What follows belongs to an exercise in optimizing a design on an open flow for small area; a production flow would make more cautious choices. Where RTL was checked, it was by simulation tests only, not by an equivalence proof against the original. The RTL of run 1 was laid out without a check of its function. The clock cells of runs 4 to 7 come from the design's own scripts or RTL, not from TritonCTS. The clock input has no modelled driver; a real chip could not lean on it and would need a root buffer or a full tree. Power is estimated from default activity; no workload was simulated.

==> design/flow/design.v <==
module uy(counter1,counter2,counter3,counter4,counter5,counter6,counter7,counter8,control,control2,control3,control4,display,display2,display3,display4,clk,reset,s1,s2,s3,s4,s5,s6,s7,s8,s9);
input clk,reset,s1,s2,s3,s4,s5,s6,s7,s8,s9;
output [3:0] control;
output [3:0] control2;
output [3:0] control3;
output [3:0] control4;
output [7:0] display;
output [7:0] display2;
output [7:0] display3;
output [7:0] display4;
output [3:0] counter1;
output [3:0] counter2;
output [3:0] counter3;
output [3:0] counter4;
output [3:0] counter5;
output [4:0] counter6;
output [4:0] counter7;
output [4:0] counter8;
reg [4:0] t;
wire tick = (t == 5'd9);
always @(posedge clk)
  if (reset || t == 5'd19) t <= 5'd0;
  else t <= t + 5'd1;
wire en = tick & s1;
reg [2:0] k;
reg [3:0] g;
reg [4:0] c6, c7, c8;
wire k01 = k[0] & k[1];
assign counter1 = {1'b0, k[2] ^ (g[0] & k01), k[1] ^ (g[0] & k[0]), k[0] ^ g[0]};
assign counter2 = {1'b0, k[2] ^ (g[1] & k01), k[1] ^ (g[1] & k[0]), k[0] ^ g[1]};
assign counter3 = {1'b0, k[2] ^ (g[2] & k01), k[1] ^ (g[2] & k[0]), k[0] ^ g[2]};
assign counter4 = {1'b0, k[2] ^ (g[3] & k01), k[1] ^ (g[3] & k[0]), k[0] ^ g[3]};
assign counter5 = c7[3:0];
assign counter6 = c6;
assign counter7 = c7;
assign counter8 = c8;
reg [2:0] ctl1, ctl2, ctl3, ctl4;
assign control  = ctl1[2] ? 4'b1111 : ~(4'b1000 >> ctl1[1:0]);
assign control2 = ctl2[2] ? 4'b1111 : ~(4'b1000 >> ctl2[1:0]);
assign control3 = ctl3[2] ? 4'b1111 : ~(4'b1000 >> ctl3[1:0]);
assign control4 = ctl4[2] ? 4'b1111 : ~(4'b1000 >> ctl4[1:0]);
reg [1:0] d2, d3, d4;
assign display2 = {{2{d2 == 2'd2}}, {3{d2 == 2'd3}}, d2 == 2'd2, d2 != 2'd0, 1'b0};
assign display3 = {{2{d3 == 2'd2}}, {3{d3 == 2'd3}}, d3 == 2'd2, d3 != 2'd0, 1'b0};
assign display4 = {{2{d4 == 2'd2}}, {3{d4 == 2'd3}}, d4 == 2'd2, d4 != 2'd0, 1'b0};
reg [3:0] d1;
assign display[0] = 1'b0;
assign display[1] = (d1 == 4'd1) | (d1 == 4'd2) | (d1 == 4'd3) | (d1 == 4'd9) | (d1 == 4'd10) | (d1 == 4'd11) | (d1 == 4'd12);
assign display[2] = (d1 == 4'd2) | (d1 == 4'd4) | (d1 == 4'd11) | (d1 == 4'd12) | (d1 == 4'd13) | (d1 == 4'd14);
assign display[3] = (d1 == 4'd3) | (d1 == 4'd9) | (d1 == 4'd12) | (d1 == 4'd13) | (d1 == 4'd14) | (d1 == 4'd15);
assign display[4] = (d1 == 4'd3) | (d1 == 4'd9) | (d1 == 4'd10) | (d1 == 4'd12) | (d1 == 4'd13) | (d1 == 4'd14);
assign display[5] = (d1 == 4'd3) | (d1 == 4'd7) | (d1 == 4'd8) | (d1 == 4'd10) | (d1 == 4'd11) | (d1 == 4'd12) | (d1 == 4'd14);
assign display[6] = (d1 == 4'd2) | (d1 == 4'd6) | (d1 == 4'd8) | (d1 == 4'd9) | (d1 == 4'd10) | (d1 == 4'd11) | (d1 == 4'd12) | (d1 == 4'd14);
assign display[7] = (d1 == 4'd2) | (d1 == 4'd5) | (d1 == 4'd9) | (d1 == 4'd10) | (d1 == 4'd12) | (d1 == 4'd13) | (d1 == 4'd14);
wire kz = (k == 3'd0);
wire fa = kz & s2 & !g[0];
wire fb = kz & s3 & !g[1] & !fa;
wire fc = kz & s4 & !g[2] & !fa & !fb;
wire fd = kz & s5 & !g[3] & !fa & !fb & !fc;
wire fe = k[2] | (k01 & g[0]);
wire fl = fa | fb | fc | fd | fe;
wire fsel = !fl & s6 & (c7[3:0] <= 4'd8 || c7[3:0] == 4'd15);
wire gsel = !fl & !fsel & s7 & (c6 <= 5'd16 || c6 == 5'd31);
wire hsel = !fl & !fsel & !gsel & s8 & (c7 <= 5'd16 || c7 == 5'd31);
wire isel = !fl & !fsel & !gsel & !hsel & s9 & (c8 <= 5'd17 || c8 == 5'd31);
wire gh = gsel | hsel;
wire [4:0] cs = gsel ? c6 : c7;
wire r1 = (cs[4:2] == 3'd0) || (cs == 5'd31);
wire r2 = (cs[4:2] == 3'd1);
wire r3 = (cs[4:2] == 3'd2);
wire r4 = (cs[4:2] == 3'd3);
wire r5 = (cs == 5'd16);
wire [1:0] ghd = gsel ? 2'd1 : {1'b1, c7[0]};
wire [1:0] ghpos = cs[4] ? 2'd0 : cs[1:0];
wire [1:0] fidx = c7[1:0] ^ {2{c7[2]}};
wire fwr = fsel & (c7[3:0] != 4'd8);
wire iwr = isel & (c7 <= 5'd17 || c7 == 5'd31);
wire [1:0] ipos = (c7 <= 5'd4 || c7 == 5'd31) ? 2'd0 : (c7 <= 5'd7) ? 2'd1 : (c7 <= 5'd12) ? 2'd2 : 2'd3;
wire [1:0] iidx = (c7 >= 5'd13 && c7 != 5'd31) ? {~c7[1], c7[0]} : c7[1:0] - 2'd1;
wire i08 = (c7 == 5'd31) || (c7 == 5'd0);
wire [3:0] ng = fl ? {fd, fc, fb, fa} : g;
wire gon = |ng;
wire [1:0] gpos = {ng[3] | ng[2], ng[3] | ng[1]};
reg [2:0] nc1;
reg [3:0] nd1;
always @* begin
  nc1 = ctl1; nd1 = d1;
  if (fwr) begin
    if (c7[3:0] == 4'd15) begin nc1 = 3'd0; nd1 = 4'd14; end
    else begin nc1 = {1'b0, fidx}; nd1 = {2'b10, fidx}; end
  end
  if (gh) begin
    if (r1) begin
      nc1 = {1'b0, ghpos};
      nd1 = gsel ? 4'd1 : (c7[0] & !c7[4]) ? 4'd3 : 4'd2;
    end else nc1 = 3'b100;
  end
  if (iwr) begin
    nc1 = {1'b0, ipos};
    nd1 = i08 ? 4'd15 : {2'b01, iidx};
  end
  if (gon) begin
    nc1 = {1'b0, gpos};
    nd1 = fl ? 4'd12 : (k == 3'd2) ? 4'd14 : 4'd13;
  end
end
always @(posedge clk) begin
  if (reset) begin
    k <= 3'd0; g <= 4'd0; c6 <= 5'd0; c7 <= 5'd0; c8 <= 5'd0;
    ctl1 <= 3'b100; ctl2 <= 3'b100; ctl3 <= 3'b100; ctl4 <= 3'b100;
    d1 <= 4'd0; d2 <= 2'd0; d3 <= 2'd0; d4 <= 2'd0;
  end else if (en) begin
    if (fl) begin k <= 3'd0; g <= {fd, fc, fb, fa}; end
    else k <= k + 3'd1;
    c7 <= c7 + 5'd1;
    c6 <= (gh && r5) ? 5'd0 : c6 + 5'd1;
    c8 <= (iwr && c7 == 5'd17) ? 5'd0 : c8 + 5'd1;
    ctl1 <= nc1; d1 <= nd1;
    if (gh && r2) begin ctl2 <= {1'b0, cs[1:0]}; d2 <= ghd; end
    else if (gh && (r3 || r4 || r5)) ctl2 <= 3'b100;
    if (gh && r3) begin ctl3 <= {1'b0, cs[1:0]}; d3 <= ghd; end
    else if (gh && (r4 || r5)) ctl3 <= 3'b100;
    if (gh && r4) begin ctl4 <= {1'b0, cs[1:0]}; d4 <= ghd; end
    else if (gh && r5) begin ctl4 <= 3'b100; d4 <= 2'd1; end
  end
end
endmodule
==> design/flow/flow/run.sh <==
#!/bin/bash
# The standard ORFS layout (standard.sh) with:
#  - synthesis mapped by an area-oriented ABC script (flow/synth.tcl, flow/area.abc),
#  - port buffers of the smallest buffer cell,
#  - a clock tree of small buffers and no dummy loads,
#  - one tie cell for all constant outputs.
set -euo pipefail
W=$PWD
export FLOW_ABC_SCRIPT=$W/flow/area.abc
export FLOW_SYNTH_TCL=$W/synth_recipe.tcl
export BUFFER_PORTS_ARGS="-buffer_cell sky130_fd_sc_hd__buf_1"
export SKIP_REPAIR_TIE_FANOUT=1
export CTS_ARGS="-sink_clustering_enable -repair_clock_nets -dont_use_dummy_load -buf_list sky130_fd_sc_hd__clkbuf_8 -root_buf sky130_fd_sc_hd__clkbuf_8"
sed "s#SYNTH_SCRIPT=[^ ]*#SYNTH_SCRIPT=$W/flow/synth.tcl#" standard.sh > standard_own.sh
bash standard_own.sh > make_flow.log 2>&1
==> design/flow/flow/area.abc <==
strash
&get -n
&deepsyn -T 20
&put
amap
topo
==> design/flow/flow/synth.tcl <==
# The standard synthesis (synth_recipe.tcl), with two changes to the technology mapping:
# no half/full adder extraction, and an area-oriented ABC script (area.abc).
proc extract_fa {args} { puts "extract_fa skipped" }
proc abc {args} {
  set i [lsearch -exact $args -script]
  if {$i >= 0} { lset args [expr {$i + 1}] $::env(FLOW_ABC_SCRIPT) }
  yosys abc {*}$args
}
source $::env(FLOW_SYNTH_TCL)
==> design/flow/standard.sh <==
#!/bin/bash
# synth_recipe.tcl (not shown) runs the flow's synth.tcl, then flattens the netlist and writes it again
# the make line also repeats each setting of config.mk as NAME=value (left out here)
make -C /OpenROAD-flow-scripts/flow DESIGN_CONFIG=/design/flow/config.mk WORK_HOME=/design/flow/orfs CLKGATE_MAP_FILE= SYNTH_SCRIPT=/design/flow/synth_recipe.tcl "${@:-finish}"
==> design/flow/config.mk <==
export PLATFORM = sky130hd
export DESIGN_NAME = uy
export DESIGN_NICKNAME = uy
export VERILOG_FILES = /design/flow/design.v
export SDC_FILE = /design/flow/constraint.sdc
export NUM_CORES = 4
export LEC_CHECK = 0
export CAP_MARGIN = 20
export CORE_MARGIN = 2
export CORE_UTILIZATION = 40
export SLEW_MARGIN = 20
==> design/flow/constraint.sdc <==
create_clock -name core_clock -period 10.0 [get_ports {clk}]
set_input_delay 2.0000 -clock core_clock [delete_from_list [all_inputs] [get_ports {clk}]]
set_output_delay 2.0000 -clock core_clock [all_outputs]
set_load 0.01 [all_outputs]
==> run notes, run 1 <==
* Status: finished clean
* Slew Viols, Final at 0
* Cell taking the most area after synthesis: dfxtp_1
* Worst Skew at 26.5 ps
* HPWL after DPL at 6010 um
* Endpoints failing setup at 0
* RD Place Congestion at 0.879
* Required @ worst endpoint at 10,200 ps
* IO Count at 94
* Post-DR wirelength/cell at 12.7 um
* Die area at 7890 um^2
* Initial Utilization at 0.419
* Syn_area_per_cell at 6.72 um^2
* Crit path time final at 5720 ps
* DIE HEIGHT at 88.8 um
* Fmax at 0.175 GHz
* Avg Vias per Cell at 5.13
* Fin crit share at 0.572
* CP endpoint kind: flip-flop
* Syn Inst Count at 428
* Primary FF master, synth: dfxtp_1
* Commonest non-fill, non-tap cell in the layout: nor2_1
* Sequential share of the synthesized area at 0.341
* Share of the synthesized area in the top cell type at 0.341
* Synth Net Count at 439
* Post-route cell area at 3210 um^2
* Netlist cell types at 36
* CTS Sinks at 49
* Antenna violations before repair at 0
* Die width at 88.8 um
* Resize count post-CTS at 0
* Vias in the first global route at 2,510
* N_diodes at 0
* Unrepaired setup endpoints after global routing: false
* Area contributors post-synth: dfxtp_1, nor2_1, clkinv_1
* Worst-margin pin slew at 889 ps
* Final Hold Fails at 0
* Area of placed instances at 3140 um^2
* Synth async-reset ratio at 0
* Initial DRC Count at 159
* Drc violations at 0
* CP max FO at 8
* Area growth syn-to-layout at 11.7%
* Total chip power at 0.337 mW
* Max-cap viol count at 0
* Setup Slack @ Placement at 4030 ps
* Worst-Skew Late Latency at 310 ps
* Total wire length at 7520 um
* Setup bufs post-CTS at 0
* FF+latch count, synth at 49
* Grt ovf at 0
* EDFF count, synth at 0
* H-tree depth at 2
* Setup crit start kind: input pin
* Post-route setup TNS at 0 ps
* Port bufs at 85
* First-pass GRT wire length at 12,000 um
* Worst setup margin at 4280 ps
* Worst EP arrival at 5920 ps
* Pleak at 1.06 nW
* CTS Hold Buffers Added at 0
* Commonest non-fill, non-tap cells in the layout: nor2_1, buf_1, clkinv_1, dfxtp_1, nand2_1
* Clk buf depth at 2
* CTS tree: done
* Initial DRT Pass Iterations at 6
* Nets@finish at 508
* Core Region at 6870 um^2
* Critical path type: in -> reg
* Final hold slack at 464 ps
* Mapped cell area at 2880 um^2
* CTS Root Cell: clkbuf_8
* Max-slew headroom at 0.407
* Power Density at 105 nW/um^2
* Routed vias at 3,029
* Register clock-pin slew on the reported worst setup and hold paths at 100 ps
* TritonCTS Buffers at 5
* Worst vdd ir at 0.0520 mV
* FP Rows at 30
* Yosys warns at 1
* Layout cells sized above 1 at 0.0121
* Gr usage total at 0.193
* Hold crit path type: reg -> reg
* Largest net degree at the start of global routing at 19
* Routed Antenna Nets at 0
[sequential cells by signal, indices dropped and copies added (netlist names)]
register	count
d4	2
ctl4	3
d3	2
t	5
d1	4
g	4
c8	5
d2	2
ctl1	3
k	3
c7	5
c6	5
ctl3	3
ctl2	3
[layer usage]
| layer | track usage | share of wire |
|---|---|---|
| met5 | 0 | 0 |
| met4 | 0.0496 | 0.011 |
| met3 | 0.0364 | 0.054 |
| met2 | 0.296 | 0.43 |
| met1 | 0.280 | 0.50 |
[final cells by class]
cell class	instances	area (um^2)
Inverter	72	270
Clock buffer	5	68.8
Fill cell	751	3660
Timing Repair Buffer	86	327
Sequential cell	49	981
Tap cell	96	120
Multi-Input combinational cell	283	1450
[worst max-delay path, cell delays in order]
cell      delay [ps]
buf_1            100
clkinv_1          60
o21ai_0          180
nand3b_1         170
nand2_1          120
nor3_1           450
nand2_1          230
nor2_1           330
clkinv_1         250
a31oi_1          430
a21oi_1          160
nand3_1          180
clkinv_1         130
nand2_1          110
nor2_1            80
nor2_1           200
clkinv_1         110
nor2_1           280
clkinv_1         130
a221oi_1         220
[power by group]
group          switching, mW  leakage, nW  internal, mW  total (mW)
Clock                 0.0594       0.0359        0.0452       0.105
Combinational         0.0239        0.628        0.0100      0.0340
Sequential           0.00166        0.396         0.197       0.198
Total                 0.0850         1.06         0.252       0.337
[metrics by stage]
step / instances / util
2_1_floorplan: 428 / -
3_3_place_gp: 586 / 0.458
3_5_place_dp: 586 / 0.458
4_1_cts: 591 / 0.468
5_1_grt: 591 / 0.468
6_report: 591 / 0.468
[synth_stat cells (7+ instances only)]
library cell / count
clkinv_1: 72
a31oi_1: 7
buf_4: 24
nor3_1: 13
a21oi_1: 14
nand2_1: 35
o21ai_0: 27
nor2_1: 94
dfxtp_1: 49
o22ai_1: 9
nand3_1: 20
a211oi_1: 12
[cell families after synthesis]
kind of cell	synth area share
buf+inv	0.157
simple gates	0.263
flops	0.341
other cells	0.00130
compound gates	0.239
[final timing paths]
check | from | cells after the start | slack, ps | to
max reg2reg | k[1] | 19 | 5600 | ctl3[1]
max | s2 | 20 | 4280 | ctl3[1]
min reg2reg | t[4] | 2 | 460 | t[4]
min | t[4] | 2 | 460 | t[4]
==> run 2: changes to the inputs <==
--- a/design/flow/design.v
+++ b/design/flow/design.v
@@ -19,5 +19,5 @@
 reg [4:0] t;
-wire tick = (t == 5'd9);
+wire tick = t[3] & !t[2] & !t[1] & t[0];    
 always @(posedge clk)
-  if (reset || t == 5'd19) t <= 5'd0;
+  if (reset || (t[4] & t[1] & t[0])) t <= 5'd0;    
   else t <= t + 5'd1;
@@ -25,9 +25,11 @@
 reg [2:0] k;
-reg [3:0] g;
+reg fon;           
+reg [1:0] fpos;    
+wire [3:0] g = fon ? (4'b0001 << fpos) : 4'b0000;
 reg [4:0] c6, c7, c8;
 wire k01 = k[0] & k[1];
-assign counter1 = {1'b0, k[2] ^ (g[0] & k01), k[1] ^ (g[0] & k[0]), k[0] ^ g[0]};
-assign counter2 = {1'b0, k[2] ^ (g[1] & k01), k[1] ^ (g[1] & k[0]), k[0] ^ g[1]};
-assign counter3 = {1'b0, k[2] ^ (g[2] & k01), k[1] ^ (g[2] & k[0]), k[0] ^ g[2]};
-assign counter4 = {1'b0, k[2] ^ (g[3] & k01), k[1] ^ (g[3] & k[0]), k[0] ^ g[3]};
+assign counter1 = {1'b0, k[2] | (g[0] & k01), k[1] ^ (g[0] & k[0]), k[0] ^ g[0]};
+assign counter2 = {1'b0, k[2] | (g[1] & k01), k[1] ^ (g[1] & k[0]), k[0] ^ g[1]};
+assign counter3 = {1'b0, k[2] | (g[2] & k01), k[1] ^ (g[2] & k[0]), k[0] ^ g[2]};
+assign counter4 = {1'b0, k[2] | (g[3] & k01), k[1] ^ (g[3] & k[0]), k[0] ^ g[3]};
 assign counter5 = c7[3:0];
@@ -80,5 +82,5 @@
 wire i08 = (c7 == 5'd31) || (c7 == 5'd0);
-wire [3:0] ng = fl ? {fd, fc, fb, fa} : g;
-wire gon = |ng;
-wire [1:0] gpos = {ng[3] | ng[2], ng[3] | ng[1]};
+wire [1:0] npos = {fc | fd, fb | fd};
+wire gon = fl ? (fa | fb | fc | fd) : fon;
+wire [1:0] gpos = fl ? npos : fpos;
 reg [2:0] nc1;
@@ -103,3 +105,3 @@
     nc1 = {1'b0, gpos};
-    nd1 = fl ? 4'd12 : (k == 3'd2) ? 4'd14 : 4'd13;
+    nd1 = fl ? 4'd12 : (k[1] & !k[0]) ? 4'd14 : 4'd13;
   end
@@ -108,3 +110,3 @@
   if (reset) begin
-    k <= 3'd0; g <= 4'd0; c6 <= 5'd0; c7 <= 5'd0; c8 <= 5'd0;
+    k <= 3'd0; fon <= 1'b0; fpos <= 2'd0; c6 <= 5'd0; c7 <= 5'd0; c8 <= 5'd0;
     ctl1 <= 3'b100; ctl2 <= 3'b100; ctl3 <= 3'b100; ctl4 <= 3'b100;
@@ -112,4 +114,4 @@
   end else if (en) begin
-    if (fl) begin k <= 3'd0; g <= {fd, fc, fb, fa}; end
-    else k <= k + 3'd1;
+    if (fl) begin k <= 3'd0; fon <= fa | fb | fc | fd; fpos <= npos; end
+    else k <= {k01, k[1] ^ k[0], !k[0]};    
     c7 <= c7 + 5'd1;
--- a/design/flow/flow/run.sh
+++ b/design/flow/flow/run.sh
@@ -2,3 +2,4 @@
 # The standard ORFS layout (standard.sh) with:
-#  - synthesis mapped by an area-oriented ABC script (flow/synth.tcl, flow/area.abc),
+#  - synthesis mapped by an area-oriented ABC script, best of several seeds
+#    (flow/synth.tcl, flow/area.abc),
 #  - port buffers of the smallest buffer cell,
@@ -8,3 +9,6 @@
 W=$PWD
+mkdir -p $W/abc
 export FLOW_ABC_SCRIPT=$W/flow/area.abc
+export FLOW_ABC_DIR=$W/abc
+export FLOW_ABC_SEEDS="0 1 2"
 export FLOW_SYNTH_TCL=$W/synth_recipe.tcl
==> design/flow/flow/area.abc (replaced) <==
strash
&get -n
&deepsyn -T 20 -S @SEED@
&put
amap
topo
==> design/flow/flow/synth.tcl (replaced) <==
# The standard synthesis (synth_recipe.tcl), with two changes to the technology mapping:
# no half/full adder extraction, and an area-oriented ABC script (area.abc: &deepsyn, then
# amap), run with several random seeds, keeping the smallest result.
proc extract_fa {args} { puts "extract_fa skipped" }
proc abc {args} {
  set i [lsearch -exact $args -script]
  set template [read [open $::env(FLOW_ABC_SCRIPT)]]
  yosys design -save pre_abc
  set best_area 1e30
  set best_seed -1
  foreach seed $::env(FLOW_ABC_SEEDS) {
    yosys design -load pre_abc
    set script $::env(FLOW_ABC_DIR)/area_seed$seed.abc
    set f [open $script w]
    puts -nonewline $f [string map [list @SEED@ $seed] $template]
    close $f
    set a $args
    lset a [expr {$i + 1}] $script
    yosys abc {*}$a
    yosys tee -q -o $::env(FLOW_ABC_DIR)/area_seed$seed.txt stat -liberty [lindex $::env(LIB_FILES) 0]
    set f [open $::env(FLOW_ABC_DIR)/area_seed$seed.txt r]
    set txt [read $f]
    close $f
    regexp {Chip area for module[^:]*:\s*([0-9.]+)} $txt -> area
    puts "ABC seed $seed: area $area"
    if {$area < $best_area} {
      set best_area $area
      set best_seed $seed
      yosys design -save best_abc
    }
  }
  puts "ABC best seed $best_seed: area $best_area"
  yosys design -load best_abc
}
source $::env(FLOW_SYNTH_TCL)
==> run 2 against run 1 <==
Net effect: routed wire length shrank 7.2%; synthesized cell count fell by 6.5%; clock skew decreased by 9.5 ps; global-route usage shrank 0.79 points; combinational power fell by 4%; total power increased by 0.31%; critical path type unchanged.
==> run notes, run 2 <==
* Status: finished clean
* Share of the synthesized area in the top cell type at 0.350
* Die area at 7540 um^2
* Layout cells sized above 1 at 0.0150
* Unrepaired setup endpoints after global routing: false
* Worst EP arrival at 5330 ps
* Post-route setup TNS at 0 ps
* Vias in the first global route at 2,504
* Total chip power at 0.338 mW
* Hold Path End: t[0]
* R2R Setup Slk at 5820 ps
* Worst setup margin at 4900 ps
* FF-to-FF path depth at 17
* Initial Utilization at 0.408
* Fin cells at 547
* Slew Viols, Final at 0
* Area growth syn-to-layout at 11.5%
* Register clock-pin slew on the reported worst setup and hold paths at 80 ps
* Hold path depth at 1
* CTS tree: done
* Total wire length at 6980 um
* Core Region at 6720 um^2
* Synth Net Count at 411
* Nets@finish at 480
* Area contributors post-synth: dfxtp_1, nor2_1, clkinv_1
* Worst vdd ir at 0.0798 mV
* Endpoints failing setup at 0
* Pleak at 0.936 nW
* IO Count at 94
* Clk buf depth at 2
* Fmax at 0.196 GHz
* Commonest non-fill, non-tap cells in the layout: buf_1, nor2_1, clkinv_1, dfxtp_1, o21ai_0
* Register area at 961 um^2
* Resize count post-CTS at 0
* Antenna violations before repair at 0
* Leading cell type by number of instances after synthesis: nor2_1
* Avg Vias per Cell at 5.24
* Worst-margin pin slew at 665 ps
* Synth async-reset ratio at 0
* Post-DR wirelength/cell at 12.8 um
* Yosys warns at 1
* DIE HEIGHT at 86.8 um
* Critical path type: in -> reg
* Routed Antenna Nets at 0
* Cell taking the most area after synthesis: dfxtp_1
* Setup bufs post-CTS at 0
* Top cells by count, synth: nor2_1, clkinv_1, dfxtp_1, o21ai_0, buf_4
* N_diodes at 0
* Fill cells at 725
* Sequential share of the synthesized area at 0.350
* EDFF count, synth at 0
* CP max FO at 8
* CP endpoint kind: flip-flop
* Setup Slack @ Placement at 4670 ps
* TritonCTS Buffers at 5
* Largest net degree at the start of global routing at 17
* Gr usage total at 0.186
* Worst r2r dst: d1[0]
* CTS Root Cell: clkbuf_8
* Port bufs at 85
* Setup crit start kind: input pin
* RD Place Congestion at 0.933
* Area taken by multi-input logic gates at 1360 um^2
* Crit path time final at 5100 ps
* Final Hold Fails at 0
* Mapped cell area at 2740 um^2
* Slowest CP cell: nor2_1
* CP Cell Sequence: buf_1 > a21oi_1 > nor2_1 > o21a_1 > or2_0 > nor2_1 > o21ai_0 > nor2_1 > clkinv_1 > o22ai_1 > clkinv_1 > o22ai_1 > nor2_1 > nor2_1 > nor3_1 > or4_1 > o21ai_0
* Max-slew headroom at 0.553
* Initial DRT Pass Iterations at 4
* Power Density at 111 nW/um^2
* Fin crit share at 0.510
* Initial DRC Count at 153
* Commonest non-fill, non-tap cell in the layout: buf_1
* CTS Hold Buffers Added at 0
* Routed vias at 2,866
* DP Cell Count at 542
* Hold crit path type: reg -> reg
* Grt ovf at 0
* Max-cap viol count at 0
* Crit path top cell by count: nor2_1
* Syn Inst Count at 400
* Syn_area_per_cell at 6.86 um^2
* Required @ worst endpoint at 10,230 ps
* Worst-Skew Late Latency at 310 ps
* Worst Skew at 17.0 ps
* First-pass GRT wire length at 11,300 um
* HPWL after DPL at 5500 um
* Worst hold start: t[0]
* FP Rows at 30
* Worst R2R Start: fon
* Netlist cell types at 32
* Fin util at 0.455
* Primary FF master, synth: dfxtp_1
* Max incr delay on CP at 440 ps
* CTS Sinks at 48
* Die width at 86.8 um
* FF+latch count, synth at 48
* H-tree depth at 2
* Drc violations at 0
[run 2: changes by cell type in the layout (fill, tap and decap cells not counted), moves of 6 or more]
cell / previous run / this run
nand2_1: 35 / 18
clkinv_1: 72 / 62
nor2_1: 94 / 79
or3_1: 4 / 10
a21oi_1: 14 / 20
nor3_1: 13 / 19
nand3_1: 20 / 14
o22ai_1: 9 / 22
[run 2: worst max path at each step]
stage               startpoint    end  cells after the start
floorplan                   s5  d1[0]                     16
global placement            s5  d1[0]                     17
detailed placement          s5  d1[0]                     17
CTS                         s5  d1[0]                     17
global route                s5  d1[0]                     17
finish                      s5  d1[0]                     17
[run 2: per-layer routing]
layer,up-vias,part of all wire,track usage
li1,1510,-,-
met1,1266,0.48,0.248
met2,82,0.45,0.305
met3,8,0.059,0.0381
met4,0,0.013,0.0469
met5,-,0,0
[run 2: logic make-up after synthesis]
kind of cell           after synthesis  share of synthesized area
buffers and inverters               87                      0.153
DFF                                 48                      0.350
other                                1                    0.00137
AOI/OAI and AO/OA                  106                      0.238
and+or+nand+nor                    158                      0.257
[run 2: final cells by class]
class                   instances  area share
flip-flops and latches         48       0.314
repair buffers                 87       0.109
clock buffers                   5      0.0225
multi-input cells             265       0.445
inverters                      62      0.0761
well taps                      80      0.0327
[run 2: metrics by stage]
| stage | hold WS [ps] | area, um^2 |
|---|---|---|
| finish | 474 | 3060 |
| floorplan | 423 | 2740 |
| global placement | 438 | 2990 |
| global route | 489 | 3060 |
| CTS | 470 | 3060 |
| detailed placement | 451 | 2990 |
[run 2: critical path: cells and delay by family]
kind                   cells  cell delay (ps)
AOI/OAI and AO/OA          6             1080
buffers and inverters      3              490
and+or+nand+nor            8             1780
[run 2: power breakdown]
part | internal [mW] | total [mW] | switching (mW)
logic | 0.0108 | 0.0328 | 0.0220
registers | 0.196 | 0.201 | 0.00495
clock network | 0.0452 | 0.104 | 0.0587
total | 0.252 | 0.338 | 0.0856
==> run 3: changes to the inputs <==
--- a/design/flow/flow/run.sh
+++ b/design/flow/flow/run.sh
@@ -5,3 +5,4 @@
 #  - port buffers of the smallest buffer cell,
-#  - a clock tree of small buffers and no dummy loads,
+#  - in place of clock tree synthesis, the clock port drives three clock buffers directly,
+#    each feeding one cluster of the flip-flops (flow/manual_cts.tcl),
 #  - one tie cell for all constant outputs.
@@ -16,3 +17,6 @@
 export SKIP_REPAIR_TIE_FANOUT=1
-export CTS_ARGS="-sink_clustering_enable -repair_clock_nets -dont_use_dummy_load -buf_list sky130_fd_sc_hd__clkbuf_8 -root_buf sky130_fd_sc_hd__clkbuf_8"
+export PRE_CTS_TCL=$W/flow/manual_cts.tcl
+export FLOW_CTS_N=3
+export FLOW_CTS_BUF=sky130_fd_sc_hd__clkbuf_8
+export FLOW_CTS_CLOCK=clk
 sed "s#SYNTH_SCRIPT=[^ ]*#SYNTH_SCRIPT=$W/flow/synth.tcl#" standard.sh > standard_own.sh
==> design/flow/flow/manual_cts.tcl (new file) <==
# Clock buffering in place of clock_tree_synthesis: the clock port drives FLOW_CTS_N buffers
# (FLOW_CTS_BUF) directly, each feeding one cluster of the clock sinks (k-means on location).
proc clock_tree_synthesis {args} {
  set block [ord::get_db_block]
  set db [ord::get_db]
  set n $::env(FLOW_CTS_N)
  set master [$db findMaster $::env(FLOW_CTS_BUF)]
  set clk_net [$block findNet $::env(FLOW_CTS_CLOCK)]
  set sinks {}
  foreach it [$clk_net getITerms] {
    {
      set inst [$it getInst]
      set bb [$inst getBBox]
      lappend sinks [list $it [expr {([$bb xMin] + [$bb xMax]) / 2.0}] [expr {([$bb yMin] + [$bb yMax]) / 2.0}]]
    }
  }
  set m [llength $sinks]
  # k-means, seeded by sinks spread along the sorted x order
  set sorted [lsort -real -index 1 $sinks]
  set cent {}
  for {set c 0} {$c < $n} {incr c} {
    set s [lindex $sorted [expr {int(($c + 0.5) * $m / $n)}]]
    lappend cent [list [lindex $s 1] [lindex $s 2]]
  }
  for {set iter 0} {$iter < 50} {incr iter} {
    set assign {}
    foreach s $sinks {
      set best 0; set bd 1e30
      for {set c 0} {$c < $n} {incr c} {
        set dx [expr {[lindex $s 1] - [lindex $cent $c 0]}]
        set dy [expr {[lindex $s 2] - [lindex $cent $c 1]}]
        set d [expr {abs($dx) + abs($dy)}]
        if {$d < $bd} { set bd $d; set best $c }
      }
      lappend assign $best
    }
    set newc {}
    for {set c 0} {$c < $n} {incr c} {
      set sx 0.0; set sy 0.0; set k 0
      foreach s $sinks a $assign { if {$a == $c} { set sx [expr {$sx + [lindex $s 1]}]; set sy [expr {$sy + [lindex $s 2]}]; incr k } }
      if {$k > 0} { lappend newc [list [expr {$sx / $k}] [expr {$sy / $k}]] } else { lappend newc [lindex $cent $c] }
    }
    set cent $newc
  }
  for {set c 0} {$c < $n} {incr c} {
    set inst [odb::dbInst_create $block $master "clkbuf_manual_$c"]
    set net [odb::dbNet_create $block "clknet_manual_$c"]
    $net setSigType CLOCK
    [$inst findITerm A] connect $clk_net
    [$inst findITerm X] connect $net
    set k 0
    foreach s $sinks a $assign {
      if {$a == $c} { set it [lindex $s 0]; $it disconnect; $it connect $net; incr k }
    }
    $inst setLocation [expr {int([lindex $cent $c 0])}] [expr {int([lindex $cent $c 1])}]
    $inst setPlacementStatus PLACED
    puts "manual clock buffer $c: $k sinks at [lindex $cent $c]"
  }
  set_propagated_clock [all_clocks]
}
==> run 3 against run 2 <==
Net effect: the run now fails in clock tree synthesis (4_1_cts); synthesized area is the same; synthesized cell count is the same.
==> run notes, run 3 <==
* Synth async-reset ratio at 0
* FF+latch count, synth at 48
* Port bufs at 85
* Mapped cell area at 2740 um^2
* RD Place Congestion at 0.933
* HPWL after DPL at 5500 um
* EDFF count, synth at 0
* Halt Stage: clock tree synthesis (4_1_cts)
* Status: aborted with a tool error
* Die width at 86.8 um
* IO Count at 94
* Netlist cell types at 32
* Cell taking the most area after synthesis: dfxtp_1
* Syn Inst Count at 400
* Top cells by count, synth: nor2_1, clkinv_1, dfxtp_1, o21ai_0, buf_4
* Primary FF master, synth: dfxtp_1
* Share of the synthesized area in the top cell type at 0.350
* Area contributors post-synth: dfxtp_1, nor2_1, clkinv_1
* DIE HEIGHT at 86.8 um
* Syn_area_per_cell at 6.86 um^2
* FP Rows at 30
* Synth Net Count at 411
* Yosys warns at 1
* First Err: Error: cts.tcl, 36 invalid command name "
* Leading cell type by number of instances after synthesis: nor2_1
* Sequential share of the synthesized area at 0.350
* Initial Utilization at 0.408
[run 3: logic make-up after synthesis]
kind of cell | count (synthesis) | share of synthesized area
buffers and inverters | 87 | 0.153
AOI/OAI and AO/OA | 106 | 0.238
DFF | 48 | 0.350
and+or+nand+nor | 158 | 0.257
other | 1 | 0.00137
[run 3: per-stage QoR]
| stage | cells | power (mW) | area (um^2) | setup slack [ps] | hold WS [ps] |
|---|---|---|---|---|---|
| detailed placement | 542 | 0.238 | 2990 | 4670 | 451 |
| global placement | 542 | 0.238 | 2990 | 4880 | 438 |
| floorplan | 400 | 0.229 | 2740 | 5320 | 423 |
[run 3: power groups by stage]
stage / clock, mW / sequential (mW) / combinational (mW)
after detailed placement: 0 / 0.206 / 0.0324
after floorplan: 0 / 0.205 / 0.0243
after global placement: 0 / 0.206 / 0.0322
[run 3: how the worst min path moves through the flow]
| stage | start | to | slack [ps] | cells past startpoint |
|---|---|---|---|---|
| after floorplan | t[0] | t[0] | 420 | 1 |
| after global placement | t[0] | t[0] | 440 | 1 |
| after detailed placement | t[0] | t[0] | 450 | 1 |
==> run 4: changes to the inputs <==
--- a/design/flow/flow/manual_cts.tcl
+++ b/design/flow/flow/manual_cts.tcl
@@ -10,7 +10,4 @@
   foreach it [$clk_net getITerms] {
-    {
-      set inst [$it getInst]
-      set bb [$inst getBBox]
-      lappend sinks [list $it [expr {([$bb xMin] + [$bb xMax]) / 2.0}] [expr {([$bb yMin] + [$bb yMax]) / 2.0}]]
-    }
+    set bb [[$it getInst] getBBox]
+    lappend sinks [list $it [expr {([$bb xMin] + [$bb xMax]) / 2.0}] [expr {([$bb yMin] + [$bb yMax]) / 2.0}]]
   }
==> run 4 against run 3 <==
Net effect: the run now finishes clean; synthesized cell count did not move; synthesized area unchanged.
==> run notes, run 4 <==
* DIE HEIGHT at 86.8 um
* Routed Antenna Nets at 0
* Max incr delay on CP at 440 ps
* CP endpoint kind: flip-flop
* DP Cell Count at 542
* Gr usage total at 0.175
* Syn_area_per_cell at 6.86 um^2
* Cell internal pwr at 0.235 mW
* Sw power at 0.0739 mW
* Top cells by count, synth: nor2_1, clkinv_1, dfxtp_1, o21ai_0, buf_4
* Core Region at 6720 um^2
* Max-cap viol count at 0
* First-pass GRT wire length at 11,200 um
* Sequential share of the synthesized area at 0.350
* Endpoints failing setup at 0
* Slowest CP cell: nor2_1
* Layout cells sized above 1 at 0.0108
* Drc violations at 0
* Mapped cell area at 2740 um^2
* Fmax at 0.190 GHz
* Setup crit start kind: input pin
* Syn Inst Count at 400
* Primary FF master, synth: dfxtp_1
* Worst-Skew Late Latency at 160 ps
* Commonest non-fill, non-tap cell in the layout: buf_1
* Largest net degree at the start of global routing at 19
* Setup bufs post-CTS at 0
* Area taken by multi-input logic gates at 1360 um^2
* Post-route setup TNS at 0 ps
* EDFF count, synth at 0
* Yosys warns at 1
* Fill cells at 723
* Leading cell type by number of instances after synthesis: nor2_1
* Area contributors post-synth: dfxtp_1, nor2_1, clkinv_1
* Critical path type: in -> reg
* Post-DR wirelength/cell at 12.7 um
* Netlist cell types at 32
* Max-slew headroom at 0.555
* HPWL after DPL at 5500 um
* CP max FO at 8
* Area growth syn-to-layout at 10.5%
* Status: finished clean
* Worst-margin pin slew at 660 ps
* Switch share at 0.239
* Nets@finish at 478
* N_diodes at 0
* Grt ovf at 0
* CP Cell Sequence: buf_1 > a21oi_1 > nor2_1 > o21a_1 > or2_0 > nor2_1 > o21ai_0 > nor2_1 > clkinv_1 > o22ai_1 > clkinv_1 > o22ai_1 > nor2_1 > nor2_1 > nor3_1 > or4_1 > o21ai_0
* Pleak at 0.922 nW
* Share of the synthesized area in the top cell type at 0.350
* Seq pwr share at 0.652
* Met3 GRT Util at 0.0162
* Worst vdd ir at 0.0639 mV
* Initial DRC Count at 147
* Power Density at 102 nW/um^2
* Routed vias at 2,852
* Slew Viols, Final at 0
* Worst Skew at 11.9 ps
* Initial Utilization at 0.408
* Synth async-reset ratio at 0
* Vias in the first global route at 2,493
* Antenna violations before repair at 0
* Register area at 961 um^2
* Commonest non-fill, non-tap cells in the layout: buf_1, nor2_1, clkinv_1, dfxtp_1, o21ai_0
* RD Place Congestion at 0.933
* Resize count post-CTS at 0
* Initial DRT Pass Iterations at 5
* Die width at 86.8 um
* Crit path time final at 5270 ps
* Most Used Layer, Global Route: met2
* Fin cells at 545
* Register clock-pin slew on the reported worst setup and hold paths at 90 ps
* Required @ worst endpoint at 10,090 ps
* Fin crit share at 0.527
* Die area at 7540 um^2
* Avg Vias per Cell at 5.23
* Cell taking the most area after synthesis: dfxtp_1
* Grt met1 use at 0.249
* IO Count at 94
* Total wire length at 6900 um
* GRT met2 Usage at 0.301
* Final Hold Fails at 0
* Unrepaired setup endpoints after global routing: false
* CTS Hold Buffers Added at 0
* Clock Power Share at 0.242
* Synth Net Count at 411
* Port bufs at 85
* Worst EP arrival at 5360 ps
* FP Rows at 30
* Crit path top cell by count: nor2_1
* Hold crit path type: reg -> reg
* Comb pwr share at 0.106
* FF+latch count, synth at 48
-- run 4: cell counts after synthesis --
Identical to the previous run, type by type.
-- run 4: path summary, 6_finish.rpt --
kind                            slack [ps]  depth (start not counted)  endpoint  from
worst min-delay path                   480                          1      t[0]  t[0]
worst max register to register        5780                         17     d1[0]   fon
worst max-delay path                  4730                         17     d1[0]    s5
worst min register to register         480                          1      t[0]  t[0]
-- run 4: logic make-up (layout without fill, tap and decap cells) --
logic type,after synthesis,in the layout,share of synthesized area
other,1,1,0.00137
DFF,48,48,0.350
buffers and inverters,87,152,0.153
AOI/OAI and AO/OA,106,106,0.238
and+or+nand+nor,158,158,0.257
-- run 4: power by group through the flow --
stage          sequential (mW)  clock (mW)  combinational [mW]
3_3_place_gp             0.206           0              0.0322
3_5_place_dp             0.206           0              0.0324
4_1_cts                  0.201      0.0783              0.0327
5_1_grt                  0.202      0.0848              0.0370
2_1_floorplan            0.205           0              0.0243
6_report                 0.201      0.0749              0.0327
-- run 4: metrics by stage --
stage / hold WS (ps) / setup slack, ps / util / area, um^2 / power, mW
finish: 477 / 4730 / 0.451 / 3030 / 0.309
global route: 492 / 4370 / 0.451 / 3030 / 0.324
CTS: 475 / 4810 / 0.451 / 3030 / 0.312
detailed placement: 451 / 4670 / 0.445 / 2990 / 0.238
global placement: 438 / 4880 / 0.445 / 2990 / 0.238
floorplan: 423 / 5320 / - / 2740 / 0.229
-- run 4: layout make-up --
type,count,share of cell area
Sequential cell,48,0.317
Tap cell,80,0.0330
Inverter,62,0.0768
Buffer,3,0.0136
Multi-Input combinational cell,265,0.449
Timing Repair Buffer,87,0.110
-- run 4: per-layer routing --
| metal | vias to the layer above | share of wire |
|---|---|---|
| met5 | - | 0 |
| met4 | 0 | 0.0067 |
| met3 | 4 | 0.055 |
| met2 | 76 | 0.45 |
| met1 | 1265 | 0.49 |
| li1 | 1507 | - |
-- run 4: critical path, delay by kind of cell --
family / cells / cell delay [ps]
AND/OR/NAND/NOR: 8 / 1790
AO/OA/AOI/OAI: 6 / 1070
buffers and inverters: 3 / 500
==> run 5: changes to the inputs <==
--- a/design/flow/design.v
+++ b/design/flow/design.v
@@ -28,3 +28,5 @@
 wire [3:0] g = fon ? (4'b0001 << fpos) : 4'b0000;
-reg [4:0] c6, c7, c8;
+reg [4:0] c6, c7;
+reg c8b;
+wire [4:0] c8 = c8b ? c7 + 5'd14 : c7;
 wire k01 = k[0] & k[1];
@@ -110,3 +112,3 @@
   if (reset) begin
-    k <= 3'd0; fon <= 1'b0; fpos <= 2'd0; c6 <= 5'd0; c7 <= 5'd0; c8 <= 5'd0;
+    k <= 3'd0; fon <= 1'b0; fpos <= 2'd0; c6 <= 5'd0; c7 <= 5'd0; c8b <= 1'b0;
     ctl1 <= 3'b100; ctl2 <= 3'b100; ctl3 <= 3'b100; ctl4 <= 3'b100;
@@ -118,3 +120,3 @@
     c6 <= (gh && r5) ? 5'd0 : c6 + 5'd1;
-    c8 <= (iwr && c7 == 5'd17) ? 5'd0 : c8 + 5'd1;
+    if (iwr && c7 == 5'd17) c8b <= 1'b1;
     ctl1 <= nc1; d1 <= nd1;
==> run 5 against run 4 <==
Net effect: global-route usage down 0.72 points; cell count fell by 3.5%; flip-flop and latch count shrank 4; clock skew rose by 5.6 ps; clock power is 5.7% lower; via count is 4.3% lower; fmax fell by 2.7%; cell area is 3.8% lower; routed wire length fell by 5.9%; largest cell class unchanged; die area is 3.4% lower; critical endpoint is now ctl1[0]; setup slack got worse by 140 ps; highest routed layer unchanged.
==> run notes, run 5 <==
* Status: finished clean
* FF-to-FF path depth at 19
* Worst-Skew Late Latency at 150 ps
* Routed vias at 2,730
* Drc violations at 0
* Synth async-reset ratio at 0
* Syn Inst Count at 386
* Setup crit start kind: input pin
* Avg Vias per Cell at 5.19
* Resize count post-CTS at 0
* Routed Antenna Nets at 0
* Clock Power Share at 0.224
* Register clock-pin slew on the reported worst setup and hold paths at 100 ps
* CTS Hold Buffers Added at 0
* Fmax at 0.185 GHz
* Syn_area_per_cell at 6.85 um^2
* Vias in the first global route at 2,256
* Slew Viols, Final at 0
* RD Place Congestion at 0.942
* Final Hold Fails at 0
* Worst-margin pin slew at 719 ps
* Crit path time final at 5410 ps
* Setup bufs post-CTS at 0
* Fin crit share at 0.541
* N_diodes at 0
* IO Count at 94
* CP Cell Sequence: buf_1 > nor2b_1 > nor2_1 > nor2_1 > nor2_1 > nand3_1 > o21bai_1 > nor2_1 > clkinv_1 > or2_0 > o21ai_0 > o21ai_0 > o21ai_0 > clkinv_1 > o21ai_0 > o221a_1 > nor2_1 > a211oi_1
* Crit path top cell by count: nor2_1
* Pleak at 0.917 nW
* Register area at 881 um^2
* R2R Setup Slk at 5650 ps
* Max incr delay on CP at 490 ps
* Max-slew headroom at 0.517
* Worst r2r dst: ctl1[0]
* Sw power at 0.0874 mW
* Netlist cell types at 33
* HPWL after DPL at 5100 um
* Share of the synthesized area in the top cell type at 0.333
* Critical path type: in -> reg
* Port bufs at 85
* Initial DRC Count at 121
* Top cells by count, synth: nor2_1, clkinv_1, dfxtp_1, o21ai_0, buf_4
* Worst Skew at 17.5 ps
* Yosys warns at 1
* Cell internal pwr at 0.228 mW
* FF+latch count, synth at 44
* Post-route cell area at 2910 um^2
* Fill cells at 683
* Mapped cell area at 2650 um^2
* Initial DRT Pass Iterations at 4
* Commonest non-fill, non-tap cells in the layout: buf_1, nor2_1, clkinv_1, dfxtp_1, o21ai_0
* DP Cell Count at 523
* Grt ovf at 0
* EDFF count, synth at 0
* Unrepaired setup endpoints after global routing: false
* Max-cap viol count at 0
* Layout cells sized above 1 at 0.00891
* Hold crit path type: reg -> reg
* Worst Path Buf+Inv at 3
* DIE HEIGHT at 85.3 um
* Worst hold start: t[1]
* Area of placed instances at 2870 um^2
* Required @ worst endpoint at 10,070 ps
* First-pass GRT wire length at 10,600 um
* Post-DR wirelength/cell at 12.3 um
* Worst EP arrival at 5490 ps
* Power Density at 108 nW/um^2
* Core Region at 6390 um^2
* Hold path depth at 1
* Gr usage total at 0.168
* Area taken by multi-input logic gates at 1340 um^2
* Post-route setup TNS at 0 ps
* Nets@finish at 462
* Slowest CP cell: nor2_1
* Fin cells at 526
* Die width at 85.3 um
* Comb pwr share at 0.182
* FP Rows at 29
* Initial Utilization at 0.414
* Endpoints failing setup at 0
* Worst vdd ir at 0.0775 mV
* Switch share at 0.277
* Antenna violations before repair at 0
* CP max FO at 10
* Commonest non-fill, non-tap cell in the layout: buf_1
* Regs by FF count: c6: 5 flops, c7: 5 flops, t: 5 flops
* Synth Net Count at 397
* Area contributors post-synth: dfxtp_1, nor2_1, clkinv_1
* Leading cell type by number of instances after synthesis: nor2_1
* Total wire length at 6490 um
* Worst R2R Start: fpos[0]
* Area growth syn-to-layout at 10.2%
* Seq pwr share at 0.595
* Top Family by Delay on Critical Path: compound AO/OA/AOI/OAI gates
* Hold Path End: t[1]
* CP endpoint kind: flip-flop
* Largest net degree at the start of global routing at 25
* Sequential share of the synthesized area at 0.333
* Primary FF master, synth: dfxtp_1
* Die area at 7280 um^2
* Cell taking the most area after synthesis: dfxtp_1
==> run 5: cell count changes after synthesis, sizes merged, moves of 3 or more <==
cell | previous run | this run
a2111oi | 0 | 4
a221oi | 1 | 5
dfxtp | 48 | 44
nor2 | 79 | 71
nor3 | 19 | 10
o21ai | 31 | 37
o22ai | 22 | 13
o31ai | 3 | 0
==> run 5: worst max-delay path by stage <==
stage | end | slack [ps] | from | cells past startpoint
floorplan | ctl1[0] | 5130 | s2 | 17
global placement | ctl1[0] | 4720 | s2 | 18
detailed placement | ctl1[0] | 4480 | s2 | 18
CTS | ctl1[0] | 4630 | s2 | 18
global route | ctl1[0] | 4160 | s2 | 18
finish | ctl1[0] | 4590 | s2 | 18
==> run 5: layer usage <==
layer  part of all wire  track usage  vias up
li1                   -            -     1458
met1               0.51        0.271     1193
met2               0.42        0.252       72
met3              0.056      0.00973        7
met4              0.012       0.0202        0
met5                  0            0        -
==> run 5: cell families (layout without fill, tap and decap cells) <==
family                 count (synthesis)  count (layout)  share of synthesized area
buffers and inverters                 86             149                      0.159
AOI/OAI and AO/OA                    113             113                      0.269
DFF                                   44              44                      0.333
other                                  1               1                    0.00142
and+or+nand+nor                      142             142                      0.238
==> run 5: layout make-up <==
| cell class | count | share of cell area |
|---|---|---|
| multi-input combinational | 256 | 0.461 |
| sequential | 44 | 0.302 |
| timing repair buffer | 86 | 0.112 |
| inverter | 60 | 0.0773 |
| tap | 77 | 0.0331 |
| buffer | 3 | 0.0142 |
==> run 5: power by group through the flow <==
stage,logic [mW],clock network [mW],registers [mW]
after floorplan,0.0431,0,0.191
after global placement,0.0564,0,0.192
after detailed placement,0.0572,0,0.192
after CTS,0.0575,0.0724,0.188
after global routing,0.0652,0.0804,0.189
final,0.0573,0.0706,0.188
==> run 5: through the flow <==
stage / total power [mW] / setup WS [ps] / util / hold slack (ps)
after floorplan: 0.234 / 5130 / - / 427
after global placement: 0.248 / 4720 / 0.450 / 435
after detailed placement: 0.249 / 4480 / 0.450 / 442
after CTS: 0.318 / 4630 / 0.456 / 463
after global routing: 0.334 / 4160 / 0.456 / 481
final: 0.316 / 4590 / 0.456 / 460
==> run 6: changes to the inputs <==
--- a/design/flow/flow/run.sh
+++ b/design/flow/flow/run.sh
@@ -13,3 +13,3 @@
 export FLOW_ABC_DIR=$W/abc
-export FLOW_ABC_SEEDS="0 1 2"
+export FLOW_ABC_SEEDS="1 0"
 export FLOW_SYNTH_TCL=$W/synth_recipe.tcl
==> design/flow/flow/area.abc (replaced) <==
strash
&get -n
&deepsyn -T 20 -S @SEED@
&eslim -T 180 -D 10
&put
amap
topo
--- a/design/flow/flow/synth.tcl
+++ b/design/flow/flow/synth.tcl
@@ -1,3 +1,4 @@
 # The standard synthesis (synth_recipe.tcl), with two changes to the technology mapping:
-# no half/full adder extraction, and an area-oriented ABC script (area.abc: &deepsyn, then
+# no half/full adder extraction, and an area-oriented ABC script (area.abc: &deepsyn and
+# &eslim, then
 # amap), run with several random seeds, keeping the smallest result.
==> run 6 against run 5 <==
Net effect: still clean on timing, DRC and antenna; flip-flop and latch count is the same; sequential power grew 7%; fmax shrank 15%; cell count shrank 2.3%; total power grew 14%; critical path depth grew 7; synthesized cell count shrank 3.1%; worst hold slack gained 5.5 ps; setup slack lost 960 ps; register-to-register slack lost 80 ps.
==> run notes, run 6 <==
* Initial DRC Count at 190
* Worst Skew at 26.7 ps
* Yosys warns at 1
* Endpoints failing setup at 0
* Synth async-reset ratio at 0
* Register clock-pin slew on the reported worst setup and hold paths at 90 ps
* EDFF count, synth at 0
* Crit path top cell by count: nor2_1
* Resize count post-CTS at 0
* Fmax at 0.157 GHz
* Worst r2r dst: d1[1]
* Port bufs at 85
* Total wire length at 6650 um
* Hold Path End: t[0]
* Share of the synthesized area in the top cell type at 0.338
* Slew Viols, Final at 0
* CP endpoint kind: flip-flop
* Nets@finish at 450
* DP Cell Count at 511
* Commonest non-fill, non-tap cells in the layout: buf_1, clkinv_1, nor2_1, dfxtp_1, o21ai_0
* Hold path depth at 1
* Gr usage total at 0.179
* Sequential share of the synthesized area at 0.338
* Netlist cell types at 34
* Die width at 84.7 um
* Syn_area_per_cell at 6.96 um^2
* Slowest CP cell: nand4_1
* RD Place Congestion at 0.862
* Top cells by count, synth: clkinv_1, nor2_1, dfxtp_1, buf_4, o21ai_0
* Pleak at 0.933 nW
* Avg Vias per Cell at 5.40
* DIE HEIGHT at 84.7 um
* Commonest non-fill, non-tap cell in the layout: buf_1
* N_diodes at 0
* Worst R2R Start: t[0]
* Worst vdd ir at 0.0964 mV
* Initial Utilization at 0.412
* HPWL after DPL at 5290 um
* Cell taking the most area after synthesis: dfxtp_1
* Core Region at 6310 um^2
* IO Count at 94
* CP max FO at 16
* Max-slew headroom at 0.661
* Synth Net Count at 385
* Leading cell type by number of instances after synthesis: clkinv_1
* Critical path type: in -> reg
* Die area at 7170 um^2
* Worst EP arrival at 6400 ps
* Setup bufs post-CTS at 0
* Fin crit share at 0.638
* Post-route setup TNS at 0 ps
* Primary FF master, synth: dfxtp_1
* Initial DRT Pass Iterations at 4
* CTS Hold Buffers Added at 0
* Crit path time final at 6380 ps
* Fin cells at 514
* Fill cells at 684
* Final Hold Fails at 0
* Grt ovf at 0
* Worst-margin pin slew at 509 ps
* Hold crit path type: reg -> reg
* Unrepaired setup endpoints after global routing: false
* Power Density at 125 nW/um^2
* FF-to-FF path depth at 23
* R2R Setup Slk at 5570 ps
* FP Rows at 29
* Antenna violations before repair at 0
* Worst-Skew Late Latency at 160 ps
* First-pass GRT wire length at 11,100 um
* Worst hold start: t[0]
* Vias in the first global route at 2,424
* Layout cells sized above 1 at 0.00915
* Setup crit start kind: input pin
* Syn Inst Count at 374
* Routed vias at 2,776
* Regs by FF count: c6: 5 flops, c7: 5 flops, t: 5 flops
* Required @ worst endpoint at 10,030 ps
* Status: finished clean
* Area contributors post-synth: dfxtp_1, clkinv_1, nor2_1
* Mapped cell area at 2600 um^2
* Largest net degree at the start of global routing at 18
* Max incr delay on CP at 380 ps
* Routed Antenna Nets at 0
* Max-cap viol count at 0
* Post-DR wirelength/cell at 12.9 um
* Drc violations at 0
* Area growth syn-to-layout at 10.3%
* FF+latch count, synth at 44
[run 6: cell types whose count changed in the layout (fill, tap and decap cells not counted), moves of 4 or more]
cell	previous run	this run
o21ai_0	37	23
a22oi_1	2	9
o22ai_1	13	17
clkinv_1	60	70
nor2_1	71	63
[run 6: logic make-up (layout without fill, tap and decap cells)]
logic type,Yosys count,in the layout,synth area share
flops,44,44,0.338
compound gates,105,105,0.266
other cells,1,1,0.00144
buf+inv,96,159,0.176
simple gates,128,128,0.218
[run 6: critical path: cells and delay by family]
family	cells	cell delay (ps)
compound gates	6	1280
buf+inv	6	840
simple gates	13	2260
[run 6: worst max path at each step]
stage / startpoint / to / slack (ps) / cells past startpoint
after floorplan: reset / d1[1] / 4630 / 23
after global placement: reset / d1[1] / 3750 / 25
after detailed placement: reset / ctl2[1] / 3490 / 24
after CTS: reset / ctl2[1] / 3640 / 24
after global routing: reset / ctl2[1] / 2880 / 24
final: reset / d1[1] / 3620 / 25
[run 6: where the power goes]
part           switching [mW]  internal [mW]  total (mW)
clock                  0.0434         0.0277      0.0711
combinational          0.0589         0.0281      0.0870
sequential             0.0160          0.185       0.201
total                   0.118          0.240       0.359
[run 6: routing by layer]
| layer | GRT usage | part of all wire |
|---|---|---|
| met1 | 0.258 | 0.47 |
| met3 | 0.0236 | 0.071 |
| met4 | 0.0317 | 0.015 |
| met5 | 0 | 0 |
| met2 | 0.289 | 0.44 |
[run 6: metrics by stage]
| stage | utilization | cell area (um^2) | hold slack (ps) | setup WS (ps) | power [mW] |
|---|---|---|---|---|---|
| 6_report | 0.455 | 2870 | 465 | 3620 | 0.359 |
| 5_1_grt | 0.455 | 2870 | 524 | 2880 | 0.379 |
| 4_1_cts | 0.455 | 2870 | 472 | 3640 | 0.359 |
| 3_5_place_dp | 0.448 | 2830 | 449 | 3490 | 0.290 |
| 3_3_place_gp | 0.448 | 2830 | 458 | 3750 | 0.292 |
| 2_1_floorplan | - | 2600 | 427 | 4630 | 0.268 |
[run 6: area by class of cell]
cell class / count / area [um^2] / share of cell area
Sequential cell: 44 / 881 / 0.307
Tap cell: 77 / 96.3 / 0.0336
Timing Repair Buffer: 86 / 327 / 0.114
Buffer: 3 / 41.3 / 0.0144
Multi-Input combinational cell: 234 / 1260 / 0.440
Inverter: 70 / 263 / 0.0915
==> run 7: changes to the inputs <==
--- a/design/flow/flow/run.sh
+++ b/design/flow/flow/run.sh
@@ -2,4 +2,5 @@
 # The standard ORFS layout (standard.sh) with:
-#  - synthesis mapped by an area-oriented ABC script, best of several seeds
-#    (flow/synth.tcl, flow/area.abc),
+#  - synthesis mapped by an area-oriented ABC script (flow/synth.tcl, flow/area.abc); the
+#    synthesis runs once per ABC random seed, in parallel, and the layout continues from
+#    the smallest result,
 #  - port buffers of the smallest buffer cell,
@@ -10,6 +11,3 @@
 W=$PWD
-mkdir -p $W/abc
 export FLOW_ABC_SCRIPT=$W/flow/area.abc
-export FLOW_ABC_DIR=$W/abc
-export FLOW_ABC_SEEDS="1 0"
 export FLOW_SYNTH_TCL=$W/synth_recipe.tcl
@@ -21,2 +19,20 @@
 export FLOW_CTS_CLOCK=clk
+SEEDS="1 2 3 4"
+for s in $SEEDS; do
+  mkdir -p $W/abc_s$s
+  sed -e "s#SYNTH_SCRIPT=[^ ]*#SYNTH_SCRIPT=$W/flow/synth.tcl#" -e "s#WORK_HOME=[^ ]*#WORK_HOME=$W/orfs_s$s#" standard.sh > standard_s$s.sh
+  (FLOW_ABC_SEEDS=$s FLOW_ABC_DIR=$W/abc_s$s bash standard_s$s.sh synth > synth_s$s.log 2>&1) &
+done
+wait
+best=""
+best_area=""
+for s in $SEEDS; do
+  a=$(sed -n 's/^ABC best seed [0-9]*: area \([0-9.]*\)$/\1/p' synth_s$s.log | tail -1)
+  echo "seed $s: area ${a:-none}" >> seeds.log
+  if [[ -n "$a" ]] && { [[ -z "$best" ]] || awk -v a="$a" -v b="$best_area" 'BEGIN { exit !(a < b) }'; }; then
+    best=$s; best_area=$a
+  fi
+done
+echo "best seed $best: area $best_area" >> seeds.log
+mv $W/orfs_s$best $W/orfs
 sed "s#SYNTH_SCRIPT=[^ ]*#SYNTH_SCRIPT=$W/flow/synth.tcl#" standard.sh > standard_own.sh
==> design/flow/flow/area.abc (replaced) <==
strash
&get -n
&deepsyn -T 60 -S @SEED@
&eslim -T 300 -D 30
&put
amap
topo
--- a/design/flow/flow/synth.tcl
+++ b/design/flow/flow/synth.tcl
@@ -3,3 +3,3 @@
 # &eslim, then
-# amap), run with several random seeds, keeping the smallest result.
+# amap), run with each random seed in FLOW_ABC_SEEDS, keeping the smallest result.
 proc extract_fa {args} { puts "extract_fa skipped" }
==> run 7 against run 6 <==
Net effect: still clean; register-to-register slack got worse by 690 ps; setup slack got worse by 440 ps; synthesized cell count increased by 1.6%; clock skew shrank 5.2 ps; routed wire length is essentially flat; cell count grew 0.97%; global-route usage decreased by 0.29 points; worst hold slack gained 11 ps; combinational power increased by 0.8%; critical path type unchanged; critical endpoint is now d4[0]; largest cell class unchanged.
==> run notes, run 7 <==
* Syn_area_per_cell at 6.81 um^2
* Worst EP arrival at 6880 ps
* Netlist cell types at 32
* Routed vias at 2,752
* Fin crit share at 0.682
* Share of the synthesized area in the top cell type at 0.341
* Max-slew headroom at 0.517
* Post-route setup TNS at 0 ps
* Setup crit start kind: input pin
* Commonest non-fill, non-tap cells in the layout: buf_1, clkinv_1, nor2_1, dfxtp_1, o21ai_0
* Hold crit path type: reg -> reg
* Fill cells at 715
* Antenna violations before repair at 0
* Power Density at 126 nW/um^2
* Fmax at 0.147 GHz
* Total wire length at 6650 um
* Initial Utilization at 0.410
* Worst Skew at 21.5 ps
* Synth Net Count at 391
* Initial DRC Count at 177
* FP Rows at 29
* HPWL after DPL at 5350 um
* Gr usage total at 0.176
* Primary FF master, synth: dfxtp_1
* Mapped cell area at 2590 um^2
* Crit path time final at 6820 ps
* Critical path type: in -> reg
* Top cells by count, synth: clkinv_1, nor2_1, dfxtp_1, o21ai_0
* Port bufs at 85
* Nets@finish at 455
* Area growth syn-to-layout at 10.1%
* Register clock-pin slew on the reported worst setup and hold paths at 80 ps
* Fin cells at 519
* Vias in the first global route at 2,300
* Required @ worst endpoint at 10,060 ps
* N_diodes at 0
* Register area at 881 um^2
* Resize count post-CTS at 0
* Area contributors post-synth: dfxtp_1, clkinv_1, nor2_1
* Area taken by multi-input logic gates at 1250 um^2
* Commonest non-fill, non-tap cell in the layout: buf_1
* CTS Hold Buffers Added at 0
* FF+latch count, synth at 44
* Die area at 7130 um^2
* Max-cap viol count at 0
* Endpoints failing setup at 0
* Status: finished clean
* Worst vdd ir at 0.0812 mV
* Initial DRT Pass Iterations at 4
* Setup bufs post-CTS at 0
* Core Region at 6310 um^2
* Grt ovf at 0
* Slew Viols, Final at 0
* Die width at 84.4 um
* Pleak at 0.951 nW
* Routed Antenna Nets at 0
* Sequential share of the synthesized area at 0.341
* Worst-Skew Late Latency at 160 ps
* Synth async-reset ratio at 0
* Leading cell type by number of instances after synthesis: clkinv_1
* Worst-margin pin slew at 717 ps
* Final Hold Fails at 0
* Layout cells sized above 1 at 0.00679
* Syn Inst Count at 380
* Yosys warns at 1
* First-pass GRT wire length at 10,800 um
* Drc violations at 0
* CP endpoint kind: flip-flop
* Largest net degree at the start of global routing at 19
* RD Place Congestion at 0.875
* DIE HEIGHT at 84.4 um
* EDFF count, synth at 0
* Cell taking the most area after synthesis: dfxtp_1
* IO Count at 94
* Unrepaired setup endpoints after global routing: false
* CP max FO at 13
* Avg Vias per Cell at 5.30
* Post-DR wirelength/cell at 12.8 um
* Regs by FF count: c6: 5 flops, c7: 5 flops, t: 5 flops
* DP Cell Count at 516
run 7: cell types whose count changed in the layout (fill, tap and decap cells not counted), moves of 2 or more:
| cell | previous run | this run |
|---|---|---|
| nand2_1 | 17 | 26 |
| a22oi_1 | 9 | 3 |
| nor2_1 | 63 | 68 |
| o21ai_0 | 23 | 27 |
| a31oi_1 | 3 | 6 |
| nand4_1 | 4 | 1 |
| or3_1 | 8 | 5 |
| a21oi_1 | 19 | 21 |
| a221oi_1 | 4 | 2 |
| nor3_1 | 12 | 10 |
| o211ai_1 | 1 | 3 |
run 7: layout make-up:
class                           instances  area share
Inverter                               69      0.0909
Sequential cell                        44       0.309
Timing Repair Buffer                   85       0.112
Multi-Input combinational cell        241       0.439
Buffer                                  3      0.0145
Tap cell                               77      0.0338
run 7: layer usage:
metal  track usage  share of wire
met5             0              0
met4        0.0231          0.011
met3        0.0157          0.060
met2         0.271           0.42
met1         0.273           0.51
run 7: stage by stage:
step	power (mW)	utilization	setup WS, ps	instance area [um^2]	hold WS (ps)
floorplan	0.269	-	4460	2590	427
global placement	0.292	0.445	3300	2810	465
detailed placement	0.292	0.445	3100	2810	462
CTS	0.361	0.451	3240	2850	481
global route	0.383	0.451	2340	2850	504
finish	0.359	0.451	3180	2850	476
run 7: final timing paths:
| kind | end | slack (ps) | cells past startpoint | start |
|---|---|---|---|---|
| max reg2reg | d4[0] | 4880 | 18 | fon |
| min | t[1] | 480 | 2 | t[1] |
| max | d4[0] | 3180 | 19 | reset |
| min reg2reg | t[1] | 480 | 2 | t[1] |
run 7: cell families after synthesis:
group | after synthesis | synth area share
AND/OR/NAND/NOR | 134 | 0.223
AO/OA/AOI/OAI | 106 | 0.260
buffers and inverters | 95 | 0.176
flip-flops | 44 | 0.341
other | 1 | 0.00145
run 7: report_power, final:
group          total [mW]  leakage, nW  internal, mW  switching, mW
registers           0.200        0.357         0.185         0.0145
clock network      0.0710       0.0216        0.0277         0.0433
logic              0.0877        0.572        0.0308         0.0570
total               0.359        0.951         0.244          0.115
run 7: worst max-delay path, stage by stage:
cell      delay (ps)
buf_1            360
clkinv_1         460
nand2_1          250
nor2_1            70
nand4_1          210
nor2_1           110
nand2_1           90
nor2_1           100
o31ai_1          350
nand3_1          140
a31oi_1          520
clkinv_1         290
o22ai_1          420
clkinv_1         160
o21ai_0          610
clkinv_1         310
nand2_1          200
nor2_1            50
a211oi_1         160

[port drivers added, routing unchanged]
The flow's constraints put no driver on any port. The routed layouts listed below were extracted and timed again, unchanged, in two steps. Step 1: set_driving_cell puts a clkbuf_16 on clk and a buf_2 on each other input, an assumption about the parent block. Step 2 times the ports against the registers' clock, not the clock port: input delays grow and output delays shrink by t, the midpoint of the rising clock arrivals with the driver on. a / b / c = no drivers / after step 1 / after step 2; a / b = the first two.
run | t (ns) | setup WS [ns] | pins driven straight from the clock port
run 1 | 0.326 | 4.285 / 4.291 / 3.966 | 1
run 2 | 0.327 | 4.901 / 4.908 / 4.581 | 1
run 4 | 0.204 | 4.730 / 4.759 / 4.555 | 3
run 5 | 0.196 | 4.586 / 4.617 / 4.421 | 3
run 6 | 0.200 | 3.624 / 3.657 / 3.458 | 3
run 7 | 0.200 | 3.183 / 3.208 / 3.008 | 3
After both steps every run listed still meets setup and hold. The setup slack of run 2, which loses most, moves by +0.007 ns with the drivers and by -0.320 ns with both steps.
